Context: an optimization exercise on an open-source flow, tuned for small area, a short achievable clock period and few clock cycles. The choices shown serve that exercise and are no tape-out recipe. The RTL was checked by simulation tests, not by an equivalence proof against the original design.

<file path="design/flow/config.mk">
export PLATFORM = sky130hd
export DESIGN_NAME = tpu_top
export DESIGN_NICKNAME = tpu_top
export VERILOG_FILES = /design/flow/design.v
export SDC_FILE = /design/flow/constraint.sdc
export NUM_CORES = 8
export LEC_CHECK = 0
export CAP_MARGIN = 20
export CORE_MARGIN = 2
export CORE_UTILIZATION = 55
export SETUP_SLACK_MARGIN = 5
export SLEW_MARGIN = 20
export SYNTH_HIERARCHICAL = 1
</file>
<file path="design/flow/constraint.sdc">
create_clock -name core_clock -period 9.0 [get_ports {clk}]
set_input_delay 1.8000 -clock core_clock [delete_from_list [all_inputs] [get_ports {clk}]]
set_output_delay 1.8000 -clock core_clock [all_outputs]
set_load 0.01 [all_outputs]
</file>
<file path="design/flow/design.v">
module addr_sel #(
	parameter DONE_CYC = 41
)
(
	input clk,
	input [5:0] cnt_nx,
	output [9:0] sram_raddr_w0,
	output [9:0] sram_raddr_w1,
	output [9:0] sram_raddr_d0,
	output [9:0] sram_raddr_d1
);
reg [4:0] addr0;
reg [4:0] addr1;
always @(posedge clk) begin
	addr0 <= (cnt_nx == DONE_CYC) ? 5'd0 : cnt_nx[4:0];
	addr1 <= cnt_nx[4:0] - 5'd4;
end
assign sram_raddr_w0 = {5'd0, addr0};
assign sram_raddr_d0 = {5'd0, addr0};
assign sram_raddr_w1 = {5'd0, addr1};
assign sram_raddr_d1 = {5'd0, addr1};
endmodule
module quantize #(
	parameter NK = 2,
	parameter [NK*5-1:0] KPOS = {5'd12, 5'd6},
	parameter [17:0] CORR = 18'd0
)
(
	input [17:0] pc,
	input [NK-1:0] kc,
	output [15:0] q
);
reg [17:0] kv;
integer i;
always @(*) begin
	kv = 18'd0;
	for (i = 0; i < NK; i = i + 1)
		kv[KPOS[i*5 +: 5]] = ~kc[i];
end
wire [17:0] x = ~pc + kv + CORR;
wire wrapped = (x == 18'h20000);
wire hi_ovf = ~x[17] & (x[16] | x[15]);
wire lo_ovf = x[17] & ~(x[16] & x[15]);
wire pos = hi_ovf | wrapped;
wire neg = lo_ovf & ~wrapped;
assign q = pos ? 16'h7fff : neg ? 16'h8000 : x[15:0];
endmodule
module systolic #(
	parameter NK = 2
)
(
	input clk,
	input [5:0] cnt,
	input [5:0] cnt_nx,
	input [31:0] sram_rdata_w0,
	input [31:0] sram_rdata_w1,
	input [31:0] sram_rdata_d0,
	input [31:0] sram_rdata_d1,
	output [8*18-1:0] pbot,
	output [8*NK-1:0] kbot
);
wire [7:0] lane [0:7];    
wire [7:0] dlane [0:7];   
genvar gi, gj;
generate
	for (gj = 0; gj < 4; gj = gj + 1) begin : lanes
		assign lane[gj]     = sram_rdata_w0[31-8*gj -: 8];
		assign lane[gj+4]   = sram_rdata_w1[31-8*gj -: 8];
		assign dlane[gj]    = sram_rdata_d0[31-8*gj -: 8];
		assign dlane[gj+4]  = sram_rdata_d1[31-8*gj -: 8];
	end
endgenerate
reg [14:0] en;
integer s;
always @(posedge clk) begin
	en[0] <= (cnt_nx[2:0] == 3'd1);
	for (s = 1; s < 15; s = s + 1)
		en[s] <= en[s-1];
end
reg [7:0] wr [0:7][0:7];
reg [11:0] dr [0:7][0:7];    
reg [17:0] pr [0:7][0:7];
reg [NK-1:0] kr [0:7][0:7];
reg [2:0] rs [0:7];
always @(posedge clk) begin
	rs[0] <= cnt_nx[2:0] - 3'd1;
	for (s = 1; s < 8; s = s + 1)
		rs[s] <= rs[s-1];
end
generate
	for (gi = 0; gi < 8; gi = gi + 1) begin : row
		wire [7:0] db = dlane[rs[gi]];
		wire [8:0] dx = {db, 1'b0};
		wire [11:0] denc;
		for (gj = 0; gj < 4; gj = gj + 1) begin : enc
			assign denc[3*gj]   = dx[2*gj+1] ^ dx[2*gj];
			assign denc[3*gj+1] = (dx[2*gj+2] & ~dx[2*gj+1] & ~dx[2*gj]) | (~dx[2*gj+2] & dx[2*gj+1] & dx[2*gj]);
			assign denc[3*gj+2] = dx[2*gj+2];
		end
		always @(posedge clk)
			dr[gi][0] <= denc;
		for (gj = 0; gj < 8; gj = gj + 1) begin : col
			wire [17:0] po;
			wire [NK-1:0] ko;
			always @(posedge clk) begin
				if (en[gi+gj])
					wr[gi][gj] <= lane[gj];
				pr[gi][gj] <= po;
				kr[gi][gj] <= ko;
			end
			if (gj > 0) begin : sh
				always @(posedge clk)
					dr[gi][gj] <= dr[gi][gj-1];
			end
			if (gi == 0) begin : first
				mac_first u (.w(wr[gi][gj]), .d(dr[gi][gj]), .po(po), .ko(ko));
			end else begin : other
				mac u (.w(wr[gi][gj]), .d(dr[gi][gj]), .pi(pr[gi-1][gj]), .ki(kr[gi-1][gj]), .po(po), .ko(ko));
			end
		end
		assign pbot[gi*18 +: 18] = pr[7][gi];
		assign kbot[gi*NK +: NK] = kr[7][gi];
	end
endgenerate
endmodule
module fa (input a, input b, input c, output s, output co);
assign s = a ^ b ^ c;
assign co = (a & b) | (c & (a ^ b));
endmodule
module mac_first (
	input [7:0] w,
	input [11:0] d,
	output [17:0] po,
	output [4:0] ko
);
wire p1;
wire p2;
wire p3;
wire p4;
wire p5;
wire p6;
wire p7;
wire p8;
wire p9;
wire p10;
wire p11;
wire p12;
wire p13;
wire p14;
wire p15;
wire p16;
wire p17;
wire p18;
wire p19;
wire p20;
wire p21;
wire p22;
wire p23;
wire p24;
wire p25;
wire p26;
wire p27;
wire p28;
wire p29;
wire p30;
wire p31;
wire p32;
wire p33;
wire p34;
wire p35;
wire p36;
wire p37;
wire p38;
wire p39;
wire p40;
wire s41;
wire c42;
wire s43;
wire c44;
wire s45;
wire c46;
wire s47;
wire c48;
wire s49;
wire c50;
wire s51;
wire c52;
wire s53;
wire c54;
wire s55;
wire c56;
wire s57;
wire c58;
wire s59;
wire c60;
wire s61;
wire c62;
wire s63;
wire c64;
wire s65;
wire c66;
wire s67;
wire c68;
wire s69;
wire c70;
wire s71;
wire c72;
wire s73;
wire c74;
wire s75;
wire c76;
wire s77;
wire c78;
wire s79;
wire c80;
wire s81;
wire c82;
wire s83;
wire c84;
wire s85;
wire c86;
wire s87;
wire c88;
wire s89;
wire c90;
wire s91;
wire c92;
wire s93;
wire c94;
wire s95;
wire c96;
wire s97;
wire c98;
assign p1 = ~(((d[0] & w[0])) ^ d[2]);
assign p2 = ~(((d[0] & w[1]) | (d[1] & w[0])) ^ d[2]);
assign p3 = ~(((d[0] & w[2]) | (d[1] & w[1])) ^ d[2]);
assign p4 = ~(((d[0] & w[3]) | (d[1] & w[2])) ^ d[2]);
assign p5 = ~(((d[0] & w[4]) | (d[1] & w[3])) ^ d[2]);
assign p6 = ~(((d[0] & w[5]) | (d[1] & w[4])) ^ d[2]);
assign p7 = ~(((d[0] & w[6]) | (d[1] & w[5])) ^ d[2]);
assign p8 = ~(((d[0] & w[7]) | (d[1] & w[6])) ^ d[2]);
assign p9 = (((d[0] | d[1]) & w[7]) ^ d[2]);
assign p10 = ~d[2];
assign p11 = ~(((d[3] & w[0])) ^ d[5]);
assign p12 = ~(((d[3] & w[1]) | (d[4] & w[0])) ^ d[5]);
assign p13 = ~(((d[3] & w[2]) | (d[4] & w[1])) ^ d[5]);
assign p14 = ~(((d[3] & w[3]) | (d[4] & w[2])) ^ d[5]);
assign p15 = ~(((d[3] & w[4]) | (d[4] & w[3])) ^ d[5]);
assign p16 = ~(((d[3] & w[5]) | (d[4] & w[4])) ^ d[5]);
assign p17 = ~(((d[3] & w[6]) | (d[4] & w[5])) ^ d[5]);
assign p18 = ~(((d[3] & w[7]) | (d[4] & w[6])) ^ d[5]);
assign p19 = (((d[3] | d[4]) & w[7]) ^ d[5]);
assign p20 = ~d[5];
assign p21 = ~(((d[6] & w[0])) ^ d[8]);
assign p22 = ~(((d[6] & w[1]) | (d[7] & w[0])) ^ d[8]);
assign p23 = ~(((d[6] & w[2]) | (d[7] & w[1])) ^ d[8]);
assign p24 = ~(((d[6] & w[3]) | (d[7] & w[2])) ^ d[8]);
assign p25 = ~(((d[6] & w[4]) | (d[7] & w[3])) ^ d[8]);
assign p26 = ~(((d[6] & w[5]) | (d[7] & w[4])) ^ d[8]);
assign p27 = ~(((d[6] & w[6]) | (d[7] & w[5])) ^ d[8]);
assign p28 = ~(((d[6] & w[7]) | (d[7] & w[6])) ^ d[8]);
assign p29 = (((d[6] | d[7]) & w[7]) ^ d[8]);
assign p30 = ~d[8];
assign p31 = ~(((d[9] & w[0])) ^ d[11]);
assign p32 = ~(((d[9] & w[1]) | (d[10] & w[0])) ^ d[11]);
assign p33 = ~(((d[9] & w[2]) | (d[10] & w[1])) ^ d[11]);
assign p34 = ~(((d[9] & w[3]) | (d[10] & w[2])) ^ d[11]);
assign p35 = ~(((d[9] & w[4]) | (d[10] & w[3])) ^ d[11]);
assign p36 = ~(((d[9] & w[5]) | (d[10] & w[4])) ^ d[11]);
assign p37 = ~(((d[9] & w[6]) | (d[10] & w[5])) ^ d[11]);
assign p38 = ~(((d[9] & w[7]) | (d[10] & w[6])) ^ d[11]);
assign p39 = (((d[9] | d[10]) & w[7]) ^ d[11]);
assign p40 = ~d[11];
fa u42 (.a(1'b0), .b(p30), .c(1'b1), .s(s41), .co(c42));
fa u44 (.a(1'b0), .b(p6), .c(1'b1), .s(s43), .co(c44));
fa u46 (.a(p40), .b(p7), .c(p15), .s(s45), .co(c46));
assign s47 = p8 ^ p16;
assign c48 = p8 & p16;
fa u50 (.a(p9), .b(p17), .c(1'b1), .s(s49), .co(c50));
fa u52 (.a(1'b0), .b(p20), .c(1'b1), .s(s51), .co(c52));
fa u54 (.a(1'b0), .b(p4), .c(1'b1), .s(s53), .co(c54));
fa u56 (.a(p5), .b(p13), .c(p21), .s(s55), .co(c56));
fa u58 (.a(c42), .b(p14), .c(p22), .s(s57), .co(c58));
fa u60 (.a(p23), .b(p31), .c(c44), .s(s59), .co(c60));
fa u62 (.a(p24), .b(p32), .c(s47), .s(s61), .co(c62));
fa u64 (.a(p25), .b(p33), .c(c48), .s(s63), .co(c64));
fa u66 (.a(p18), .b(p26), .c(p34), .s(s65), .co(c66));
fa u68 (.a(p19), .b(p27), .c(1'b1), .s(s67), .co(c68));
fa u70 (.a(1'b0), .b(p28), .c(1'b1), .s(s69), .co(c70));
fa u72 (.a(1'b0), .b(p10), .c(1'b1), .s(s71), .co(c72));
fa u74 (.a(1'b0), .b(p2), .c(1'b1), .s(s73), .co(c74));
fa u76 (.a(p3), .b(p11), .c(s51), .s(s75), .co(c76));
fa u78 (.a(c52), .b(p12), .c(s53), .s(s77), .co(c78));
fa u80 (.a(s41), .b(c54), .c(s55), .s(s79), .co(c80));
fa u82 (.a(s43), .b(c56), .c(s57), .s(s81), .co(c82));
fa u84 (.a(c58), .b(s45), .c(s59), .s(s83), .co(c84));
fa u86 (.a(c46), .b(c60), .c(s61), .s(s85), .co(c86));
fa u88 (.a(s49), .b(s63), .c(c62), .s(s87), .co(c88));
fa u90 (.a(c50), .b(s65), .c(c64), .s(s89), .co(c90));
fa u92 (.a(p35), .b(s67), .c(c66), .s(s91), .co(c92));
fa u94 (.a(p36), .b(c68), .c(s69), .s(s93), .co(c94));
fa u96 (.a(p29), .b(p37), .c(c70), .s(s95), .co(c96));
fa u98 (.a(1'b0), .b(p38), .c(1'b1), .s(s97), .co(c98));
wire [17:0] x = {1'b0, 1'b1, 1'b0, c98, c96, c94, c92, c90, c88, c86, c84, c82, c80, c78, c76, c74, c72, s71};
wire [17:0] y = {1'b1, 1'b1, 1'b1, p39, s97, s95, s93, s91, s89, s87, s85, s83, s81, s79, s77, s75, s73, p1};
assign {ko[0], po[5:0]} = {1'b0, x[5:0]} + {1'b0, y[5:0]};
assign {ko[1], po[7:6]} = {1'b0, x[7:6]} + {1'b0, y[7:6]};
assign {ko[2], po[9:8]} = {1'b0, x[9:8]} + {1'b0, y[9:8]};
assign {ko[3], po[11:10]} = {1'b0, x[11:10]} + {1'b0, y[11:10]};
assign {ko[4], po[13:12]} = {1'b0, x[13:12]} + {1'b0, y[13:12]};
assign po[17:14] = x[17:14] + y[17:14];
endmodule
module mac (
	input [7:0] w,
	input [11:0] d,
	input [17:0] pi,
	input [4:0] ki,
	output [17:0] po,
	output [4:0] ko
);
wire p1;
wire p2;
wire p3;
wire p4;
wire p5;
wire p6;
wire p7;
wire p8;
wire p9;
wire p10;
wire p11;
wire p12;
wire p13;
wire p14;
wire p15;
wire p16;
wire p17;
wire p18;
wire p19;
wire p20;
wire p21;
wire p22;
wire p23;
wire p24;
wire p25;
wire p26;
wire p27;
wire p28;
wire p29;
wire p30;
wire p31;
wire p32;
wire p33;
wire p34;
wire p35;
wire p36;
wire p37;
wire p38;
wire p39;
wire p40;
wire s41;
wire c42;
wire s43;
wire c44;
wire s45;
wire c46;
wire s47;
wire c48;
wire s49;
wire c50;
wire s51;
wire c52;
wire s53;
wire c54;
wire s55;
wire c56;
wire s57;
wire c58;
wire s59;
wire c60;
wire s61;
wire c62;
wire s63;
wire c64;
wire s65;
wire c66;
wire s67;
wire c68;
wire s69;
wire c70;
wire s71;
wire c72;
wire s73;
wire c74;
wire s75;
wire c76;
wire s77;
wire c78;
wire s79;
wire c80;
wire s81;
wire c82;
wire s83;
wire c84;
wire s85;
wire c86;
wire s87;
wire c88;
wire s89;
wire c90;
wire s91;
wire c92;
wire s93;
wire c94;
wire s95;
wire c96;
wire s97;
wire c98;
wire s99;
wire c100;
wire s101;
wire c102;
wire s103;
wire c104;
wire s105;
wire c106;
wire s107;
wire c108;
wire s109;
wire c110;
wire s111;
wire c112;
wire s113;
wire c114;
assign p1 = ~(((d[0] & w[0])) ^ d[2]);
assign p2 = ~(((d[0] & w[1]) | (d[1] & w[0])) ^ d[2]);
assign p3 = ~(((d[0] & w[2]) | (d[1] & w[1])) ^ d[2]);
assign p4 = ~(((d[0] & w[3]) | (d[1] & w[2])) ^ d[2]);
assign p5 = ~(((d[0] & w[4]) | (d[1] & w[3])) ^ d[2]);
assign p6 = ~(((d[0] & w[5]) | (d[1] & w[4])) ^ d[2]);
assign p7 = ~(((d[0] & w[6]) | (d[1] & w[5])) ^ d[2]);
assign p8 = ~(((d[0] & w[7]) | (d[1] & w[6])) ^ d[2]);
assign p9 = (((d[0] | d[1]) & w[7]) ^ d[2]);
assign p10 = ~d[2];
assign p11 = ~(((d[3] & w[0])) ^ d[5]);
assign p12 = ~(((d[3] & w[1]) | (d[4] & w[0])) ^ d[5]);
assign p13 = ~(((d[3] & w[2]) | (d[4] & w[1])) ^ d[5]);
assign p14 = ~(((d[3] & w[3]) | (d[4] & w[2])) ^ d[5]);
assign p15 = ~(((d[3] & w[4]) | (d[4] & w[3])) ^ d[5]);
assign p16 = ~(((d[3] & w[5]) | (d[4] & w[4])) ^ d[5]);
assign p17 = ~(((d[3] & w[6]) | (d[4] & w[5])) ^ d[5]);
assign p18 = ~(((d[3] & w[7]) | (d[4] & w[6])) ^ d[5]);
assign p19 = (((d[3] | d[4]) & w[7]) ^ d[5]);
assign p20 = ~d[5];
assign p21 = ~(((d[6] & w[0])) ^ d[8]);
assign p22 = ~(((d[6] & w[1]) | (d[7] & w[0])) ^ d[8]);
assign p23 = ~(((d[6] & w[2]) | (d[7] & w[1])) ^ d[8]);
assign p24 = ~(((d[6] & w[3]) | (d[7] & w[2])) ^ d[8]);
assign p25 = ~(((d[6] & w[4]) | (d[7] & w[3])) ^ d[8]);
assign p26 = ~(((d[6] & w[5]) | (d[7] & w[4])) ^ d[8]);
assign p27 = ~(((d[6] & w[6]) | (d[7] & w[5])) ^ d[8]);
assign p28 = ~(((d[6] & w[7]) | (d[7] & w[6])) ^ d[8]);
assign p29 = (((d[6] | d[7]) & w[7]) ^ d[8]);
assign p30 = ~d[8];
assign p31 = ~(((d[9] & w[0])) ^ d[11]);
assign p32 = ~(((d[9] & w[1]) | (d[10] & w[0])) ^ d[11]);
assign p33 = ~(((d[9] & w[2]) | (d[10] & w[1])) ^ d[11]);
assign p34 = ~(((d[9] & w[3]) | (d[10] & w[2])) ^ d[11]);
assign p35 = ~(((d[9] & w[4]) | (d[10] & w[3])) ^ d[11]);
assign p36 = ~(((d[9] & w[5]) | (d[10] & w[4])) ^ d[11]);
assign p37 = ~(((d[9] & w[6]) | (d[10] & w[5])) ^ d[11]);
assign p38 = ~(((d[9] & w[7]) | (d[10] & w[6])) ^ d[11]);
assign p39 = (((d[9] | d[10]) & w[7]) ^ d[11]);
assign p40 = ~d[11];
assign s41 = pi[6] ^ ki[0];
assign c42 = pi[6] & ki[0];
assign s43 = pi[4] ^ p30;
assign c44 = pi[4] & p30;
assign s45 = pi[5] ^ p6;
assign c46 = pi[5] & p6;
fa u48 (.a(p40), .b(s41), .c(p7), .s(s47), .co(c48));
assign s49 = p15 ^ p23;
assign c50 = p15 & p23;
fa u52 (.a(pi[7]), .b(c42), .c(p8), .s(s51), .co(c52));
fa u54 (.a(p16), .b(p24), .c(p32), .s(s53), .co(c54));
fa u56 (.a(pi[8]), .b(ki[1]), .c(p9), .s(s55), .co(c56));
fa u58 (.a(p17), .b(p25), .c(p33), .s(s57), .co(c58));
fa u60 (.a(pi[9]), .b(p18), .c(p26), .s(s59), .co(c60));
fa u62 (.a(pi[10]), .b(ki[2]), .c(p19), .s(s61), .co(c62));
assign s63 = pi[2] ^ p20;
assign c64 = pi[2] & p20;
assign s65 = pi[3] ^ p4;
assign c66 = pi[3] & p4;
fa u68 (.a(p5), .b(p13), .c(p21), .s(s67), .co(c68));
fa u70 (.a(c44), .b(p14), .c(p22), .s(s69), .co(c70));
fa u72 (.a(p31), .b(c46), .c(s49), .s(s71), .co(c72));
fa u74 (.a(c50), .b(c48), .c(s51), .s(s73), .co(c74));
fa u76 (.a(c52), .b(c54), .c(s55), .s(s75), .co(c76));
fa u78 (.a(p34), .b(c56), .c(c58), .s(s77), .co(c78));
fa u80 (.a(p27), .b(p35), .c(c60), .s(s79), .co(c80));
fa u82 (.a(pi[11]), .b(p28), .c(p36), .s(s81), .co(c82));
fa u84 (.a(pi[12]), .b(ki[3]), .c(p29), .s(s83), .co(c84));
assign s85 = pi[0] ^ p10;
assign c86 = pi[0] & p10;
assign s87 = pi[1] ^ p2;
assign c88 = pi[1] & p2;
fa u90 (.a(p3), .b(p11), .c(s63), .s(s89), .co(c90));
fa u92 (.a(c64), .b(p12), .c(s65), .s(s91), .co(c92));
fa u94 (.a(s43), .b(c66), .c(s67), .s(s93), .co(c94));
fa u96 (.a(s45), .b(c68), .c(s69), .s(s95), .co(c96));
fa u98 (.a(c70), .b(s47), .c(s71), .s(s97), .co(c98));
fa u100 (.a(s53), .b(c72), .c(s73), .s(s99), .co(c100));
fa u102 (.a(s57), .b(c74), .c(s75), .s(s101), .co(c102));
fa u104 (.a(s59), .b(c76), .c(s77), .s(s103), .co(c104));
fa u106 (.a(s61), .b(c78), .c(s79), .s(s105), .co(c106));
fa u108 (.a(c62), .b(s81), .c(c80), .s(s107), .co(c108));
fa u110 (.a(p37), .b(c82), .c(s83), .s(s109), .co(c110));
fa u112 (.a(pi[13]), .b(p38), .c(c84), .s(s111), .co(c112));
fa u114 (.a(pi[14]), .b(ki[4]), .c(p39), .s(s113), .co(c114));
wire [17:0] x = {pi[17], pi[16], c114, c112, c110, c108, c106, c104, c102, c100, c98, c96, c94, c92, c90, c88, c86, s85};
wire [17:0] y = {1'b1, 1'b1, pi[15], s113, s111, s109, s107, s105, s103, s101, s99, s97, s95, s93, s91, s89, s87, p1};
assign {ko[0], po[5:0]} = {1'b0, x[5:0]} + {1'b0, y[5:0]};
assign {ko[1], po[7:6]} = {1'b0, x[7:6]} + {1'b0, y[7:6]};
assign {ko[2], po[9:8]} = {1'b0, x[9:8]} + {1'b0, y[9:8]};
assign {ko[3], po[11:10]} = {1'b0, x[11:10]} + {1'b0, y[11:10]};
assign {ko[4], po[13:12]} = {1'b0, x[13:12]} + {1'b0, y[13:12]};
assign po[17:14] = x[17:14] + y[17:14];
endmodule
module systolic_controll #(
	parameter DONE_CYC = 41
)
(
	input clk,
	input srstn,
	input tpu_start,
	output reg [5:0] cnt,
	output [5:0] cnt_nx,
	output reg tpu_done
);
assign cnt_nx = (~srstn) ? 6'd0 :
                tpu_start ? 6'd1 :
                (cnt != 6'd0 && cnt != DONE_CYC) ? cnt + 6'd1 : 6'd0;
always @(posedge clk) begin
	cnt <= cnt_nx;
	tpu_done <= (cnt_nx == DONE_CYC);
end
endmodule
module write_out #(
	parameter NK = 2,
	parameter [NK*5-1:0] KPOS = {5'd12, 5'd6},
	parameter [17:0] CORR = 18'd0
)
(
	input clk,
	input srstn,
	input [5:0] cnt,
	input [5:0] cnt_nx,
	input [8*18-1:0] pbot,
	input [8*NK-1:0] kbot,
	output reg sram_write_enable_a0,
	output [127:0] sram_wdata_a,
	output [5:0] sram_waddr_a,
	output reg sram_write_enable_b0,
	output [127:0] sram_wdata_b,
	output [5:0] sram_waddr_b,
	output reg sram_write_enable_c0,
	output [127:0] sram_wdata_c,
	output [5:0] sram_waddr_c
);
reg [127:0] xw;
reg [127:0] yw;
reg [3:0] addr_ac;
reg addr_b3;
reg [7:0] xl, yl;   
reg [7:0] xu, yu;   
wire [5:0] pm_nx = cnt_nx - 6'd10;
wire [5:0] pm = cnt - 6'd10;
integer p;
always @(posedge clk) begin
	for (p = 0; p < 8; p = p + 1) begin
		xl[p] <= (pm_nx[2:0] == p) & ~pm_nx[3];
		yl[p] <= (pm_nx[2:0] == p) & pm_nx[3];
		xu[p] <= (pm_nx[2:0] < p) & pm_nx[3];
		yu[p] <= (pm_nx[2:0] < p) & ~pm_nx[3];
	end
end
wire [15:0] q [0:7];
genvar s, t;
generate
	for (s = 0; s < 8; s = s + 1) begin : colq
		quantize #(.NK(NK), .KPOS(KPOS), .CORR(CORR)) u (.pc(pbot[s*18 +: 18]), .kc(kbot[s*NK +: NK]), .q(q[s]));
	end
	for (s = 0; s < 8; s = s + 1) begin : slot
		wire [15:0] xt [0:s];
		wire [15:0] yt [0:s];
		for (t = 0; t <= s; t = t + 1) begin : lp
			assign xt[t] = (t == 0 ? 16'd0 : xt[t-1]) | ({16{xl[7-s+t]}} & q[t]);
			assign yt[t] = (t == 0 ? 16'd0 : yt[t-1]) | ({16{yl[7-s+t]}} & q[t]);
		end
		always @(posedge clk) begin
			xw[s*16 +: 16] <= xt[s] | ({16{xu[s]}} & q[s]);
			yw[s*16 +: 16] <= yt[s] | ({16{yu[s]}} & q[s]);
		end
	end
endgenerate
always @(posedge clk) begin
	addr_ac <= pm[3:0];
	addr_b3 <= ~pm[3];
	sram_write_enable_a0 <= ~(srstn && cnt >= 6'd10 && cnt <= 6'd24);
	sram_write_enable_b0 <= ~(srstn && cnt >= 6'd18 && cnt <= 6'd32);
	sram_write_enable_c0 <= ~(srstn && cnt >= 6'd26 && cnt <= 6'd40);
end
assign sram_wdata_a = xw;
assign sram_wdata_c = xw;
assign sram_wdata_b = yw;
assign sram_waddr_a = {2'd0, addr_ac};
assign sram_waddr_c = {2'd0, addr_ac};
assign sram_waddr_b = {2'd0, addr_b3, addr_ac[2:0]};
endmodule
module tpu_top#(
	parameter ARRAY_SIZE = 8,
	parameter SRAM_DATA_WIDTH = 32,
	parameter DATA_WIDTH = 8,
	parameter OUTPUT_DATA_WIDTH = 16
)
(
	input clk,
	input srstn,
	input tpu_start,
	input [SRAM_DATA_WIDTH-1:0] sram_rdata_w0,
	input [SRAM_DATA_WIDTH-1:0] sram_rdata_w1,
	input [SRAM_DATA_WIDTH-1:0] sram_rdata_d0,
	input [SRAM_DATA_WIDTH-1:0] sram_rdata_d1,
	output [9:0] sram_raddr_w0,
	output [9:0] sram_raddr_w1,
	output [9:0] sram_raddr_d0,
	output [9:0] sram_raddr_d1,
	output sram_write_enable_a0,
	output [ARRAY_SIZE*OUTPUT_DATA_WIDTH-1:0] sram_wdata_a,
	output [5:0] sram_waddr_a,
	output sram_write_enable_b0,
	output [ARRAY_SIZE*OUTPUT_DATA_WIDTH-1:0] sram_wdata_b,
	output [5:0] sram_waddr_b,
	output sram_write_enable_c0,
	output [ARRAY_SIZE*OUTPUT_DATA_WIDTH-1:0] sram_wdata_c,
	output [5:0] sram_waddr_c,
	output tpu_done
);
localparam NK = 5;
localparam [NK*5-1:0] KPOS = {5'd14, 5'd12, 5'd10, 5'd8, 5'd6};
localparam [17:0] CORR = 18'd0;
wire [5:0] cnt;
wire [5:0] cnt_nx;
wire [8*18-1:0] pbot;
wire [8*NK-1:0] kbot;
systolic_controll systolic_controll (
	.clk(clk),
	.srstn(srstn),
	.tpu_start(tpu_start),
	.cnt(cnt),
	.cnt_nx(cnt_nx),
	.tpu_done(tpu_done)
);
addr_sel addr_sel (
	.clk(clk),
	.cnt_nx(cnt_nx),
	.sram_raddr_w0(sram_raddr_w0),
	.sram_raddr_w1(sram_raddr_w1),
	.sram_raddr_d0(sram_raddr_d0),
	.sram_raddr_d1(sram_raddr_d1)
);
systolic #(.NK(NK)) systolic (
	.clk(clk),
	.cnt(cnt),
	.cnt_nx(cnt_nx),
	.sram_rdata_w0(sram_rdata_w0),
	.sram_rdata_w1(sram_rdata_w1),
	.sram_rdata_d0(sram_rdata_d0),
	.sram_rdata_d1(sram_rdata_d1),
	.pbot(pbot),
	.kbot(kbot)
);
write_out #(.NK(NK), .KPOS(KPOS), .CORR(CORR)) write_out (
	.clk(clk),
	.srstn(srstn),
	.cnt(cnt),
	.cnt_nx(cnt_nx),
	.pbot(pbot),
	.kbot(kbot),
	.sram_write_enable_a0(sram_write_enable_a0),
	.sram_wdata_a(sram_wdata_a),
	.sram_waddr_a(sram_waddr_a),
	.sram_write_enable_b0(sram_write_enable_b0),
	.sram_wdata_b(sram_wdata_b),
	.sram_waddr_b(sram_waddr_b),
	.sram_write_enable_c0(sram_write_enable_c0),
	.sram_wdata_c(sram_wdata_c),
	.sram_waddr_c(sram_waddr_c)
);
endmodule
</file>
<file path="design/flow/flow/run.sh">
#!/bin/bash
# The standard layout (the standard.sh, unchanged synthesis), with
#  - the clock port placed at the middle of the bottom edge (pre_io.tcl,
#    run by ORFS just before its pin placement), so that the clock tree
#    starts near the middle of the design instead of at a corner.
set -euo pipefail
MARGIN=$(cat flow/margin.txt)
export PRE_IO_PLACEMENT_TCL=$(pwd)/flow/pre_io.tcl
bash standard.sh SETUP_SLACK_MARGIN=$MARGIN finish > standard_flow.log 2>&1
</file>
<file path="design/flow/flow/margin.txt">
5.5
</file>
<file path="design/flow/flow/pre_io.tcl">
# Keep the clock port within 10 um of the middle of the bottom edge.
set block [ord::get_db_block]
set dbu [$block getDbUnitsPerMicron]
set die [$block getDieArea]
set mid [expr {([$die xMin] + [$die xMax]) / 2.0 / $dbu}]
set lo [expr {$mid - 10}]
set hi [expr {$mid + 10}]
puts "pre_io: clock port on bottom:$lo-$hi"
set_io_pin_constraint -pin_names {clk} -region bottom:$lo-$hi
</file>
<file path="design/flow/standard.sh">
#!/bin/bash
# synth_recipe.tcl (not shown) runs the flow's synth.tcl, then flattens the netlist and writes it again
# the make line also repeats each setting of config.mk as NAME=value (left out here)
make -C /OpenROAD-flow-scripts/flow DESIGN_CONFIG=/design/flow/config.mk WORK_HOME=/design/flow/orfs CLKGATE_MAP_FILE= SYNTH_SCRIPT=/design/flow/synth_recipe.tcl "${@:-finish}"
</file>
==> run notes <==
## placed cells by master (no fill, tap or decap), types with 129 or more instances in the layout
master / count
inv_1: 533
dfxtp_1: 2493
a21oi_1: 336
inv_2: 257
o21ai_0: 405
fa_1: 2224
nand2_1: 530
nor2_1: 254
dlygate4sd2_1: 343
nand3_1: 129
clkbuf_16: 364
a22oi_1: 1922
ha_1: 1280
conb_1: 178
xnor2_1: 2512
a211oi_1: 180
xor2_1: 195
a222oi_1: 193
edfxtp_1: 512
## sequential cells by signal, summed over array words and instances, names as in the netlist
name	flops
systolic.pr	1152
systolic.dr	768
systolic.wr	512
systolic.kr	320
write_out.xw	128
write_out.yw	128
systolic.rs	24
systolic.en	15
write_out.xl	8
write_out.yl	8
write_out.xu	7
write_out.yu	7
systolic_controll.cnt	6
addr_sel.addr0	5
addr_sel.addr1	5
write_out.addr_ac	4
systolic_controll.tpu_done	1
write_out.addr_b3	1
write_out.sram_write_enable_a0	1
write_out.sram_write_enable_b0	1
write_out.sram_write_enable_c0	1
## critical path: stages, from the launching register on
cell and delay (ns):
dfxtp_4 0.36, buf_12 0.13, clkdlybuf4s15_1 0.23
## kinds of logic (layout without fill, tap and decap cells)
family,Yosys count,in the layout,synth area share (%)
AO/OA/AOI/OAI,3925,3925,14.4
adder cells (fa/ha/maj),3504,3504,30.4
flip-flops,3102,3102,33.8
XOR/XNOR,2743,2743,12.2
buffers and inverters,2253,2081,4.90
AND/OR/NAND/NOR,1371,1371,3.61
multiplexers,123,123,0.662
other,18,191,0.0340
## modules after synthesis, one instance, submodules excluded, excerpt
| module | flops+latches | times used |
|---|---|---|
| addr_sel | 10 | 1 |
| fa | 0 | 1848 |
| mac | 0 | 56 |
| mac_first | 0 | 8 |
| systolic_controll | 7 | 1 |
## through the flow
stage	worst slack, ns	util, %
after global placement	4.64	57.0
final	5.53	60.3
after detailed placement	4.61	57.0
after global routing	5.40	60.3
after floorplan	5.51	-
after CTS	5.29	60.2
## routing by layer
metal / share of wire (%) / GRT usage [%] / vias to the layer above / wire (um)
met4: 3.3 / 8.92 / 14 / 17400
met3: 6.9 / 4.12 / 997 / 36400
met1: 44 / 39.7 / 64900 / 229000
met2: 46 / 45.2 / 5004 / 243000
met5: 0.019 / 0 / - / 101
li1: - / - / 58400 / -
## Yosys cell counts, types with 16 or more instances
cell type	instances
xnor2_2	24
xnor2_1	2519
nand3_1	141
a21oi_2	24
inv_1	533
a22o_1	83
o21ai_0	405
buf_4	185
a22oi_1	1922
a21oi_1	336
or4b_1	56
and3b_1	65
a211o_1	20
conb_1	18
and2_1	36
a21o_2	64
nand2_1	547
clkbuf_2	211
o2111ai_1	64
ha_1	1280
buf_2	158
a221oi_1	73
o21bai_1	71
xor2_1	200
mux2i_1	108
a211oi_2	16
o21ai_1	66
edfxtp_1	512
a31oi_1	21
dfxtp_1	2590
buf_6	16
o211ai_1	122
nor3b_1	16
nor2_1	256
inv_2	257
a222oi_1	193
a21o_1	121
nand2b_1	78
buf_1	21
clkbuf_1	871
fa_1	2224
a211oi_1	180
o22ai_1	30
nor2b_1	47
## area by class of cell
cell class / instances / area share, %
antenna: 13 / 0.0150
inverter: 790 / 1.37
clock inverter: 181 / 0.899
tap: 4773 / 2.75
clock buffer: 463 / 4.54
sequential: 3102 / 31.1
timing repair buffer: 647 / 2.69
multi-input combinational: 11800 / 56.7
## worst min path at each step
stage	startpoint	to	slack, ns	cells past startpoint
3_3_place_gp	systolic.dr[12][11]	systolic.dr[13][11]	0.38	0
5_1_grt	systolic.dr[27][2]	systolic.dr[28][2]	0.40	0
2_1_floorplan	systolic.dr[0][0]	systolic.dr[1][0]	0.33	0
3_5_place_dp	systolic.dr[12][11]	systolic.dr[13][11]	0.39	0
6_report	systolic.dr[12][11]	systolic.dr[13][11]	0.40	0
4_1_cts	systolic.dr[27][2]	systolic.dr[28][2]	0.39	0
## timing repair
action / in CTS / in global routing
setup endpoints to repair: 470 / 137
pin swaps: 0 / 4
buffers inserted: 5 / 13
resized for setup: 647 / 49
==> results.yml <==
yosys:
  syn_area_per_cell_um2: 11.7
  yosysWarningCount: 21
  seq_area_frac_synth_pct: 33.8
  synth_area_leaders: "dfxtp_1, fa_1, xnor2_1"
  ys.flop_type: "dfxtp_1"
  synth_top_cell_area_share_pct: 26.1
  async_flop_share_pct: 0
  ys_types: 98
  synth_seq_cells: 3102
  synth.largest_area_cell: "dfxtp_1"
  synth_edf_count: 512
  syn_inst: 17000
  syn-cell-area_um2: 199000
drt:
  wl_per_cell_um: 24.1
  avgViaCountPerCell: 5.93
  antenna_left: 0
  vias: 129000
  drtIter0Drc: 13300
  drt-total-wl_um: 525000
  post-route-drc-count: 0
  firstDrtPassIters: 15
setup_path:
  crit_end: "sram_wdata_c[83]"
  cp_max_fo: 2
  ff2ff_path_depth: 13
  worstReg2RegEnd: "write_out.xw[120]"
  critPathArrivalTime_ns: 1.67
  reg2reg_slack_ns: 5.58
  path_class: "flip-flop to primary output"
  startpoint: "write_out.xw[83]"
  cp-end-kind: "primary output"
  worstReg2RegStart: "systolic.pr[57][6]"
  start_kind: "flip-flop"
  worst-endpoint-required_ns: 7.20
clocking:
  cts_hold_buf: 0
  cts-root-buf: "clkbuf_16"
  cts_num_sinks: 3102
  htreeDepth: 5
  cts_buffers: 345
  clk_pin_slew_ns: 0.06
  cts_buffer_depth: 4
  cts_tree: "yes"
  worstSkewPairLatency_ns: 0.95
global_routing:
  antenna_found_initial: 21
  first_global_vias: 130000
  track_usage_pct: 28.3
  grt_max_degree: 86
  grt_overflow: 0
  grt_pass1_wl_um: 803000
cells_and_area:
  nNetsFinal: 20400
  final-seq-area_um2: 67400
  area_growth_syn_to_layout_pct: 9.04
  fillCellCount: 29900
  final-instance-count-excl-fill: 21800
  fin_area_um2: 217000
  multi_input_area_um2: 123000
  final_layout_size_suffix_gt1_share_pct: 7.80
timing:
  setup_viol: 0
  slew-limit-headroom_pct: 18.5
  finClkSkew_ns: 0.0543
  worst_slew_pin_slew_ns: 1.22
  fmax_ghz: 0.288
  hold_violations: 0
  hold_ws_ns: 0.397
  maxSlewViolCount: 0
  min_period_over_period_pct: 38.6
  rsz0062_at_grt: "yes"
  min_period_ns: 3.47
  setup_tns_ns: 0
floorplan:
  core_um2: 359000
  rows: 220
  die_area_um2: 367000
  die_h_um: 605
  start_util_pct: 55.3
  io_pins: 577
  die_width_um: 605
place:
  portBuffers: 550
  place_area_um2: 205000
  gp_congestion: 0.925
  dpl.cell_count: 21100
  dp_hpwl_um: 410000
flow_run:
  drv_cap: 0
hold_path:
  hold_path.class: "flip-flop to flip-flop"
outcome:
  status: "timing/DRC/antenna clean"
Testbench counts, summed over its fixed seeds: cycles 4,032.

-- re-timing with driven ports --
No port has a modelled driver above. Below, the same layout with a new extraction and two added sets of constraints.
Step 1, drivers: a clkbuf_16 drives clk and a buf_2 each remaining input, both assumed.
Step 2 also shifts input and output timing later by t, the mid clock arrival at the registers, as if the neighbouring blocks saw the same clock.
Three values: no drivers, after step 1, after step 2; two values: the first two.
shift t [ns]: 0.998
setup WS [ns]: 5.528 / 5.449 / 4.698
worst hold slack (ns): 0.397 / 0.397 / 0.397
clock arrival spread, ns: 0.063 / 0.063
worst data-port slew with drivers (ns): 0.15
After both steps this run still meets setup and hold. The setup slack of this run moves by -0.079 ns with the drivers and by -0.830 ns with both steps.
